From an optimization exercise on the open Yosys and OpenROAD flow, aimed at small area; shortcuts taken in it are not production practice. The RTL was checked by simulation tests, not by an equivalence proof against the original design. Power is estimated from default activity; no workload was simulated.

`flow/design.v`:
```
module spi (
input clk,
input rst,
input sclk_fall,
input en,
input [7:0] byte_idata,
output mosi,
output reg [2:0] state
);
always @(posedge clk) begin
  if (rst == 1'b1) begin
    state <= 7;
  end
  else begin
    if (en == 1'b1) begin
      if (sclk_fall == 1'b1) begin
        state <= state -1;
      end
    end
    else begin
      state <= 7;
    end
  end
end
assign mosi = (en == 1'b1) ? byte_idata[state] :  1'b1; 
endmodule
module SDDivider(
input clk,
input rst,
input en,
input [7:0] value,
output reg sclk,
output sclk_fall
);
reg [7:0] cpt;
always @(posedge clk) begin
  if (rst == 1'b1) begin
    sclk <= 1'b1;
    cpt <=0;
  end
  else begin 
    if (en == 1'b1) begin
      if (cpt == value ) begin
        sclk <= ~sclk;
        cpt <= 0;
      end
      else begin
        cpt <= cpt + 1;
      end
    end
  end
end
assign sclk_fall = ((cpt == 8'h00) && sclk==1'b0) ? 1'b1: 1'b0;
endmodule
module spi_cmd(
input clk,
input rst,
input [6:0] cmd,
input [31:0] idata,
input en,
input sclk_fall,
input sclk,
output mosi,
input miso, 
output valid_status,
output reg rdy,
output [6:0] resp_status,
output [7:0] data_out,
output data_out_valid
);
reg [2:0] cpt;
wire [45:0] cmd_message;
wire [7:0] data;
wire [2:0] spi_state;
wire known_cmd;
wire spi_en;
wire valid_status_internal;
reg valid_status_internal_q;
wire cpt_inf6;
reg sclk_q;
reg en_q;
reg [7:0] rsp_message;
reg [11:0] recv_cpt;
reg [1:0] recv_state;
reg data_out_valid_q;
assign cmd_message = (cmd == 6'd0) ?  46'h000000000095 :
                     (cmd == 6'd1) ?  46'h010000000095 :  
                     (cmd == 6'd17) ? {6'h11,idata,8'h00} :  
                                      46'hffffffffffff;
assign data = (cpt == 4'd0)  ? {2'b01,cmd_message[45:40]} : 
               (cpt == 4'd1)  ? cmd_message[39:32] :
               (cpt == 4'd2)  ? cmd_message[31:24] :
               (cpt == 4'd3)  ? cmd_message[23:16] :
               (cpt == 4'd4)  ? cmd_message[15:8] :
               (cpt == 4'd5)  ? cmd_message[7:0] : 
               8'hff;
always @(posedge clk) begin
  if (rst == 1'b1) begin
    cpt <= 0;
  end
  else begin
    if (en_q == 1'b1 ) begin
      if ( sclk_fall == 1'b1) begin
        if (spi_state == 3'b000 && cpt_inf6 == 1'b1)begin
          cpt <= cpt +1;
        end
      end
    end
    else begin
      cpt <= 0;
    end
  end
end
always @(posedge clk) begin 
  if (rst == 1'b1) begin
    rsp_message <= 8'hFF;
  end
  else begin
    if (sclk_q == 1'b0 && sclk == 1'b1) begin
      rsp_message <= {rsp_message[6:0],miso};
    end
  end
end
assign known_cmd = (cmd == 6'd0 || cmd == 6'd1 || cmd == 6'd17 );
assign valid_status_internal = (cpt == 6 && rsp_message[7] ==1'b0 && known_cmd && rdy== 1'b0) ? 1'b1 : 1'b0;
assign resp_status = rsp_message[6:0];
assign valid_status = valid_status_internal_q == 1'b0 && valid_status_internal == 1'b1 && recv_state==2'b00; 
always @(posedge clk) begin
  if (rst == 1'b1) begin
    rdy <= 1'b1;
    en_q <= 1'b0;
    valid_status_internal_q <= 1'b0;
  end
  else begin
    valid_status_internal_q <= valid_status_internal;
    if (en == 1'b1) begin
      rdy <= 1'b0; 
    end
    if (rdy == 1'b0) begin
      if (sclk == 1'b0) begin
        en_q <= 1'b1;
      end
    end
    if ((cmd == 6'd0 || cmd == 6'd1)  && cpt == 6 && valid_status == 1'b1 ) begin
      rdy <= 1'b1;
      en_q <= 1'b0;
    end
    else if ((cmd == 6'd17)  && recv_state == 2'b11 && recv_cpt[4] == 1'b1) begin
      rdy <= 1'b1;
      en_q <= 1'b0;
    end
  end
end
always @(posedge clk) begin
  if (rst == 1'b1) begin
    sclk_q <= 1'b1;
  end
  else begin
    sclk_q <= sclk;
  end 
end
assign spi_en = en_q && (cpt_inf6 == 1'b1);
assign cpt_inf6 = (cpt < 6)? 1'b1 : 1'b0;
spi spi0 (
.clk(clk),
.rst(rst),
.sclk_fall(sclk_fall),
.en(spi_en),
.byte_idata(data),
.mosi(mosi),
.state(spi_state)
);
always @(posedge clk) begin 
  if (rst == 1'b1) begin
    recv_state <= 2'b00;
    recv_cpt <= 0;
    data_out_valid_q <= 0;
  end
  else begin
    if ((data_out_valid == 1'b1 || data_out_valid_q==1'b1) && recv_cpt[2:0] == 3'b111 && recv_state == 2'b10 ) begin
      data_out_valid_q <= 1'b1;
    end
    else begin
      data_out_valid_q <= 1'b0;
    end
    if (sclk_q == 1'b0 && sclk == 1'b1) begin
       case(recv_state)
       2'b00: begin
         if (cmd == 6'd17 && rsp_message[7] == 1'b0 && valid_status_internal == 1'b1) begin
         recv_cpt <= 0;
         recv_state <=2'b01;
         end
       end
       2'b01: begin
       if (rsp_message[7:0] == 8'hfe) begin
         recv_state <= 2'b10;
       end
       end
       2'b10: begin
       if (recv_cpt == 12'b111111111111) begin
         recv_cpt <=0;
         recv_state <= 2'b11;
       end
       else begin
         recv_cpt <= recv_cpt + 1;
       end
       end
       2'b11:begin
       if (recv_cpt[4:0] == 5'b10000) begin
         recv_cpt <=0;
         recv_state <= 2'b00;
       end
       else begin
         recv_cpt <= recv_cpt + 1;
       end
       end
       endcase
    end
  end
end
assign data_out = rsp_message[7:0];
assign data_out_valid = data_out_valid_q == 1'b0 && recv_cpt[2:0] == 3'b111 && recv_state == 2'b10;
endmodule
module SDBoot(
    input clk,
    input rst,
    output [6:0] cmd,
    output reg SDctrl_start,
    output en_clk,
    output [7:0] div_clk,
    output reg cs,
    input sclk_fall,
    input SDctrl_valid_status,
    input [6:0] SDctrl_status,
    input SDctrl_available 
);
reg [1:0] state;
reg [6:0] cnt;
always @(posedge clk) begin
  if (rst == 1'b1) begin
    state <= 2'b00;
    cnt <= 7'b0000000;
    cs <= 1'b1;
    SDctrl_start <= 1'b0;
  end
  else begin
    SDctrl_start <= 1'b0;
    if (state != 2'b00 && SDctrl_valid_status == 1'b1) begin
      cnt <= SDctrl_status;
    end
    case(state)
      2'b00: begin
        if (cnt[3:0] == 4'b1111) begin
          state <= 2'b01;
          SDctrl_start <= 1'b1;
          cs <= 1'b0;
        end
        else begin
          if (sclk_fall == 1'b1) begin
            cnt[3:0] <= cnt[3:0] +1;
          end
        end
      end
      2'b01: begin
        if (SDctrl_available == 1'b1 && cnt == 7'h01 ) begin
          SDctrl_start <= 1'b1;
          state <= 2'b10;
        end
        else begin
          state <= 2'b01;
        end
      end
      2'b10: begin
        if (SDctrl_available == 1'b1 && cnt == 7'h00 ) begin
          state <= 2'b11;
        end
        else if (SDctrl_available == 1'b1 && cnt == 7'h01) begin
          state <= 2'b11;
        end
        else begin
          state <= 2'b10;
        end
      end
      2'b11: begin
        if (SDctrl_available == 1'b1 && cnt == 7'h01 ) begin
          SDctrl_start <= 1'b1;
          state<=2'b10;
        end
      end
    endcase
  end
end
assign div_clk = (cnt == 7'h00 && state == 2'b11  ) ? 8'h00 : 8'hff;
assign en_clk = 1'b1;
assign cmd = (cnt == 7'h00 && state == 2'b11) ? 7'h11 :
             (state == 2'b10 || state == 2'b11) ? 7'h01 : 7'h00;
endmodule
module SDctrl(
input clk,
input rst,
output sclk,
output mosi,
input miso, 
output cs,
output [6:0] cmd,
input [31:0] address,
input en,
output valid_status,
output [6:0] resp_status,
output rdy,
output [7:0] data_out,
output data_out_valid
);
wire sd_en_q; 
wire en_clk;
wire [7:0] div_clk;
wire en_boot;
wire sclk_fall;
SDDivider spi_clk0(
.clk(clk),
.rst(rst),
.en(en_clk),
.value(div_clk),
.sclk(sclk),
.sclk_fall(sclk_fall)
);
spi_cmd spi_cmd0(
.clk(clk),
.rst(rst),
.cmd(cmd),
.idata(address),
.en(sd_en_q),
.sclk_fall(sclk_fall),
.sclk(sclk),
.mosi(mosi),
.miso(miso), 
.resp_status(resp_status),
.valid_status(valid_status),
.rdy(rdy),
.data_out(data_out),
.data_out_valid(data_out_valid)
);
SDBoot SDBoot0(
.clk(clk),
.rst(rst),
.cmd(cmd),
.SDctrl_start(en_boot),
.en_clk(en_clk),
.div_clk(div_clk),
.cs(cs),
.sclk_fall(sclk_fall),
.SDctrl_valid_status(valid_status),
.SDctrl_status(resp_status),
.SDctrl_available(rdy) 
);
assign sd_en_q = en || en_boot;
endmodule
module SDdriver(
    input clk,
    input rst,
    input start,
    input stop,
    input [7:0] sample_code,
    input fifo_empty,
    input fifo_prog,
    output reg fifo_wr,
    output reg [15:0] fifo_data,
    input [7:0] SDctrl_data,
    input SDctrl_valid,
    input SDctrl_available,
    output [31:0] SDctrl_address,
    output reg SDctrl_start,
    output reg [2:0] state,
    output reg [31:0] nb_data
);
reg [10:0] data_cpt;
reg [7:0] addr;
reg [22:0] block_cnt;
reg block_part;
reg [7:0] sample_code_latch;
wire finish;
wire [8:0] cpt_bottom;
wire state_end;
reg state_end_latch;
reg SDctrl_available_latch;
always @(posedge clk) begin
  if(rst == 1'b1) begin
    fifo_wr <= 1'b0;
    SDctrl_start <= 1'b0;
    state <= 3'b000;
    block_cnt <= 23'h000000;
    nb_data <= 32'h00000000;
    data_cpt <= 11'h000;
    addr <= 8'h00;
    block_part <= 1'b0;
    sample_code_latch <= 8'h00;
  end
  else begin
    fifo_wr <= 1'b0;
    SDctrl_start <= 1'b0;
    case(state)
    3'b000: begin
      if (start == 1'b1 && SDctrl_available == 1'b1 && SDctrl_available_latch == 1'b1) begin
        state <= 3'b001;
        SDctrl_start <= 1'b1;
        data_cpt <= 11'h000;
        block_cnt <= 23'h000000;
	sample_code_latch <= sample_code+1;
      end
      else begin
        state <= 3'b000;
      end
    end
    3'b001: begin
      if (fifo_empty == 1'b1 & state_end_latch == 1'b1 & SDctrl_available == 1'b1 && SDctrl_available_latch == 1'b1) begin
	state <= 3'b100;
	data_cpt <= 11'h000;
	SDctrl_start <= 1'b1;
      end
      else begin
	state <= 3'b001;
	if (SDctrl_valid == 1'b1 ) begin
	  data_cpt <= data_cpt +1;
	  case(data_cpt)
            0+((sample_code_latch)<<3): addr[7:0] <= SDctrl_data;
            1+((sample_code_latch)<<3): {block_cnt[6:0],block_part} <= SDctrl_data;
            2+((sample_code_latch)<<3): block_cnt[14:7] <= SDctrl_data;
            3+((sample_code_latch)<<3): block_cnt[22:15] <= SDctrl_data;
            4+((sample_code_latch)<<3): nb_data[7:0] <= SDctrl_data;
            5+((sample_code_latch)<<3): nb_data[15:8] <= SDctrl_data;
            6+((sample_code_latch)<<3): nb_data[23:16] <= SDctrl_data;
            7+((sample_code_latch)<<3): nb_data[31:24] <= SDctrl_data;
	  endcase
	end
      end
    end
    3'b100: begin
      if (finish ==  1'b1)begin
        state <= 3'b000;
      end
      else if (SDctrl_available == 1'b1 &&SDctrl_available_latch == 1'b1 && state_end_latch == 1'b1) begin
	state <= 3'b011;
      end
      else begin
	state <= 3'b100;
	if (SDctrl_valid == 1'b1 ) begin
	  data_cpt <= data_cpt + 1;
	  if (data_cpt==11'h1ff) begin
	    block_cnt <= block_cnt +1;
	  end
	  if (cpt_bottom <= data_cpt ) begin
	    nb_data <= nb_data -1;
            if (data_cpt[0]==1'b0) begin
               fifo_data[7:0] <= SDctrl_data;
            end
            else begin
               fifo_data[15:8] <= SDctrl_data;
               fifo_wr<= 1'b1;
            end
	  end
	end
      end
    end
    3'b010: begin
      if (finish ==  1'b1 && state_end_latch == 1'b1)begin
        state <= 3'b000;
      end
      else if ( finish == 1'b0 && state_end_latch == 1'b1) begin
	state <= 3'b011;
	block_part <= ~block_part;
	if (block_part == 1'b1) begin
	  block_cnt <= block_cnt + 1;
        end
      end
      else begin
	state <= 3'b010;
	if (SDctrl_valid == 1'b1 ) begin
	  data_cpt <= data_cpt + 1;
	  if (cpt_bottom <= data_cpt ) begin
	    nb_data <= nb_data -1;
            if (data_cpt[0]==1'b0) begin
               fifo_data[7:0] <= SDctrl_data;
            end
            else begin
               fifo_data[15:8] <= SDctrl_data;
               fifo_wr<= 1'b1;
            end
	  end
	end
      end
    end
    3'b011:begin
      if (finish ==  1'b1)begin
        state <= 3'b000;
      end
      else if (fifo_prog == 1'b1 && SDctrl_available == 1'b1 && SDctrl_available_latch == 1'b1) begin
	state <= 3'b010;
        SDctrl_start <= 1'b1;
	data_cpt <= 11'h000;
      end
      else begin
	state <= 3'b011;
      end
    end
    endcase
  end
end
assign finish = (nb_data == 0 || stop==1'b1)? 1'b1 : 1'b0;
assign SDctrl_address = {block_cnt,9'b000000000} ; 
assign cpt_bottom = (state == 3'b100) ? {block_part,addr[7:0]} : {block_part,8'h00}; 
assign state_end = (state == 3'b001 && data_cpt == 7+((sample_code_latch)<<3) +1) ||
	           (state == 3'b100 && data_cpt == 11'h1ff) || 
		   (state == 3'b010 && block_part == 1'b0 && data_cpt == 11'h0ff) ||
		   (state == 3'b010 && block_part == 1'b1 && data_cpt == 11'h1ff) ||
		   finish;
always @(posedge clk) begin
  if(rst == 1'b1) begin
    state_end_latch <= 1'b0;
    SDctrl_available_latch <= 1'b0;
  end
  else begin
    SDctrl_available_latch <= SDctrl_available;
    if ((state == 3'b001 && state_end == 1'b1) ||
       (state == 3'b100 && state_end == 1'b1) ||
       (state == 3'b010 && state_end == 1'b1) 
       )
    begin
      state_end_latch <= 1'b1; 
    end
    else if (SDctrl_available_latch == 1'b1 ) begin
      state_end_latch <= 1'b0;
    end
  end
end
endmodule
module SDReader (
input clk,
input rst,
output sclk,
output mosi,
input miso,
output cs,
input [7:0] id,
input note_on,
input note_off,
output fifo_wr,
output [15:0] fifo_data,
input fifo_empty,
input fifo_prog,
output [2:0] state
);
wire [31:0] sd_address;
wire SDctrl_start;
wire rdy_w;
wire [7:0] data_driver;
wire data_driver_valid;
SDctrl SDctrl0(
.clk(clk),
.rst(rst),
.sclk(sclk),
.mosi(mosi),
.miso(miso),
.cs(cs),
.cmd(),
.address(sd_address),
.en( SDctrl_start ),
.valid_status(),
.resp_status(),
.rdy(rdy_w),
.data_out(data_driver),
.data_out_valid(data_driver_valid)
);
SDdriver SDdriver0(
.clk(clk),
.rst(rst),
.start(note_on),
.stop(note_off),
.sample_code(id),
.fifo_empty(fifo_empty),
.fifo_prog(fifo_prog),
.fifo_wr(fifo_wr),
.fifo_data(fifo_data),
.SDctrl_data(data_driver),
.SDctrl_valid(data_driver_valid),
.SDctrl_available(rdy_w),
.SDctrl_address(sd_address),
.SDctrl_start(SDctrl_start),
.state(state),
.nb_data()
);
endmodule
```
`flow/run.sh`:
```
#!/bin/bash
# synth_recipe.tcl (not shown) runs the flow's synth.tcl, then flattens the netlist and writes it again
# the make line also repeats each setting of config.mk as NAME=value (left out here)
make -C /OpenROAD-flow-scripts/flow DESIGN_CONFIG=/design/flow/config.mk WORK_HOME=/design/flow/orfs CLKGATE_MAP_FILE= SYNTH_SCRIPT=/design/flow/synth_recipe.tcl finish
```
`flow/config.mk`:
```
export PLATFORM = sky130hd
export DESIGN_NAME = SDReader
export DESIGN_NICKNAME = SDReader
export VERILOG_FILES = /design/flow/design.v
export SDC_FILE = /design/flow/constraint.sdc
export NUM_CORES = 4
export LEC_CHECK = 0
export CAP_MARGIN = 20
export CORE_MARGIN = 2
export CORE_UTILIZATION = 40
export SLEW_MARGIN = 20
```
`flow/constraint.sdc`:
```
create_clock -name core_clock -period 10.0 [get_ports {clk}]
set_input_delay 2.0000 -clock core_clock [delete_from_list [all_inputs] [get_ports {clk}]]
set_output_delay 2.0000 -clock core_clock [all_outputs]
set_load 0.01 [all_outputs]
```
==> run notes <==
-- worst register-to-register path, stage by stage, from the launching register on --
cell	delay (ps)
dfxtp_1	790
nor3b_1	130
buf_4	210
and2_1	180
ha_1	300
a22o_1	220
o41ai_1	420
a211o_1	300
or4b_1	680
a21oi_1	370
a311oi_1	140
-- layout make-up --
class,count,share of cell area
clock buffers,17,0.0397
clock inverters,15,0.0155
inverters,43,0.0151
multi-input cells,929,0.538
flip-flops and latches,159,0.312
well taps,319,0.0373
repair buffers,49,0.0427
-- final timing paths --
kind / start / endpoint / slack (ps) / cells after the start
hold reg to reg: SDctrl0.SDBoot0.cs / SDctrl0.SDBoot0.cs / 450 / 2
setup / recovery: SDctrl0.SDBoot0.state[1] / mosi / 4380 / 7
setup reg to reg: SDdriver0.state[0] / SDdriver0.nb_data[24] / 6140 / 10
hold / removal: SDctrl0.SDBoot0.cs / SDctrl0.SDBoot0.cs / 450 / 2
-- cell families after synthesis --
kind of cell / Yosys count / synth area share
compound gates: 318 / 0.217
xor+xnor: 41 / 0.0404
fa+ha+maj: 39 / 0.0512
buf+inv: 111 / 0.0467
flops: 159 / 0.351
mux: 21 / 0.0222
simple gates: 510 / 0.272
-- layer usage --
metal,global-route usage,share of wire,vias up
li1,-,-,4382
met1,0.318,0.48,4261
met2,0.340,0.45,286
met3,0.0321,0.058,36
met4,0.0596,0.017,0
met5,0,0,-
-- registers in the layout, summed over array words and instances (netlist names), 2 cells and up --
name	cells
SDdriver0.state	3
SDctrl0.spi_cmd0.recv_state	2
SDctrl0.spi_cmd0.cpt	3
SDctrl0.SDBoot0.state	2
SDctrl0.SDBoot0.cnt	7
SDdriver0.addr	8
SDdriver0.block_cnt	23
SDctrl0.spi_cmd0.spi0.state	3
SDdriver0.fifo_data	16
SDdriver0.data_cpt	11
SDdriver0.sample_code_latch	8
SDctrl0.spi_cmd0.recv_cpt	12
SDdriver0.nb_data	32
SDctrl0.spi_clk0.cpt	8
SDctrl0.spi_cmd0.rsp_message	8
-- power by group through the flow --
stage	clock [mW]	sequential, mW	combinational (mW)
floorplan	0	0.678	0.0939
global placement	0	0.688	0.120
detailed placement	0	0.688	0.121
CTS	0.662	0.674	0.121
global route	0.692	0.676	0.136
finish	0.652	0.674	0.122
-- metrics by stage --
step | std cells | util | hold WS [ps] | total power, mW
2_1_floorplan | 1199 | - | 424 | 0.772
3_3_place_gp | 1499 | 0.431 | 440 | 0.809
3_5_place_dp | 1499 | 0.431 | 441 | 0.809
4_1_cts | 1531 | 0.456 | 455 | 1.46
5_1_grt | 1531 | 0.456 | 485 | 1.50
6_report | 1531 | 0.456 | 449 | 1.45
-- cells in the mapped netlist, types with 17 or more instances --
cell type / number / share of area
xnor2_1: 23 / 0.021
nand4_1: 22 / 0.014
a211oi_1: 17 / 0.013
dfxtp_1: 143 / 0.30
nand3_1: 53 / 0.028
nor3_1: 33 / 0.017
nor2_1: 136 / 0.054
nand2_1: 131 / 0.052
clkbuf_1: 53 / 0.021
ha_1: 39 / 0.051
a31oi_1: 18 / 0.012
a21oi_1: 98 / 0.051
mux2i_1: 20 / 0.021
inv_1: 41 / 0.016
nand2b_1: 18 / 0.012
o21ai_0: 71 / 0.037
and3_1: 19 / 0.012
==> qor.txt <==
remaining antenna violation count: 0
clock transition at the registers of the reported paths: 80 ps
post-CTS setup buffer count: 0
die area: 25,100 um2
Core ar.: 23,500 um2
pwr dens: 135 nW/um2
ys flop type: dfxtp_1
PortBufs: 37
pre-CTS setup slack: 4900 ps
Via density: 5.86
Seq cells post-synth: 159
worst-path fanout max: 11
post-CTS sizing: 0
largest net degree at the start of global routing: 54
WL final: 26.8 mm
Setup Viol. Count Final: 0
Area Overhead vs Synth: 12.3%
Crit path largest cell delay: 590 ps
post-route worst setup slack: 4380 ps
Cells after Synth: 1,199
Multi-input gate area: 5760 um2
vias in the first global route: 8,095
most common cell after layout, fill and taps aside: dfxtp_1
H-tree depth: 4
Slew Limit Headroom: 0.345
max-cap violations: 0
most frequent cells in the layout: dfxtp_1, nor2_1, nand2_1
Post-synth EDFFs: 16
first-pass GRT wire length: 43.7 mm
clock sinks: 159
Wirelength per Cell: 17.5 um
ys async rst share: 0
Placed Area: 10,100 um2
# IOs: 38
Net Sw Frac: 0.286
TritonRoute pass-1 iters: 5
clock latency (worst-skew pair): 440 ps
Std-Cell Rows: 56
Final Wtd Congestion: 0.971
Die Span Y: 158 um
final layout net count: 1,253
worst-margin pin slew: 973 ps
CTS tree: built
Setup crit end kind: primary output
vias post-DR: 8,965
Setup CP Type: reg2out
total track usage: 0.220
die width: 158 um
RSZ-0062 raised after global routing: no
gr ovfl total: 0
cell area after layout: 10,700 um2
starting DRC count in detailed routing: 632
Final Critical Period: 5620 ps
Netlist cell types: 83
buffers plus inverters on the worst setup path: 1
Hold Fails Final Rpt: 0
synthesized area per cell: 7.95 um2
hold_buf cts: 0
Pint: 1.03 mW
crit-path cells: or4b_1, nor2_1, o211ai_1, o21ai_0, nor4b_1, or4_1, clkdlybuf4s50_1
CP max stage cell: or4b_1
Clock Root Buffer: clkbuf_16
Reg area: 3340 um2
Setup Skew: 11.0 ps
Setup TNS Final: 0 ps
YS warnings: 6
Antenna diodes: 0
Comb pwr share: 0.084
Clock Tree Buf Depth: 2
Initial Util: 0.406
fmax: 178 MHz
register share of total power: 0.465
final period utilization: 0.562
status: timing/DRC/antenna clean
Pleak: 3.76 nW
fin. max-slew vios: 0
arrival time worst endpoint: 3620 ps
CTS buffer count: 17
layout cells sized above 1: 0.0611
clock network power share: 0.450
switching pwr: 0.415 mW
Hold/Removal Path Class: reg2reg
VDD IR-drop max: 0.0911 mV
DRC: 0
Critical Path RT: 8000 ps
register area share after synthesis: 0.351
initial antenna violation count: 0
Worst path top cell family by delay: simple AND/OR/NAND/NOR gates
Synth Net Count: 1,253
FILL cells: 2,314
CP Launch Type: flop
dpl hpwl: 18.9 mm
Synth Cell Area: 9540 um2

==> separate check: timing with driven ports <==
The results above use ideal ports. As a check the final layout listed here was re-extracted and re-timed, cells and wires unchanged.
Step 1, drivers: a clkbuf_16 drives clk and a buf_2 each remaining input, both assumed.
Step 2, shift: input delay + t, output delay - t, t = (earliest + latest rising clock arrival at the registers) / 2. This alone moves slack from input paths to output paths.
Slacks: ideal ports / drivers / drivers and shift; pairs: ideal ports / drivers.
shift t [ns]: 0.483
setup WS [ns]: 4.379 / 4.331 / 4.815
worst setup path at the end: register to output
worst slew at a driven data input, ns: 0.03
cell pins on the clock port's net: 1
After both steps setup and hold are still met in this run. For this run, drivers alone change the setup slack by -0.048 ns; drivers and shift together by +0.436 ns.
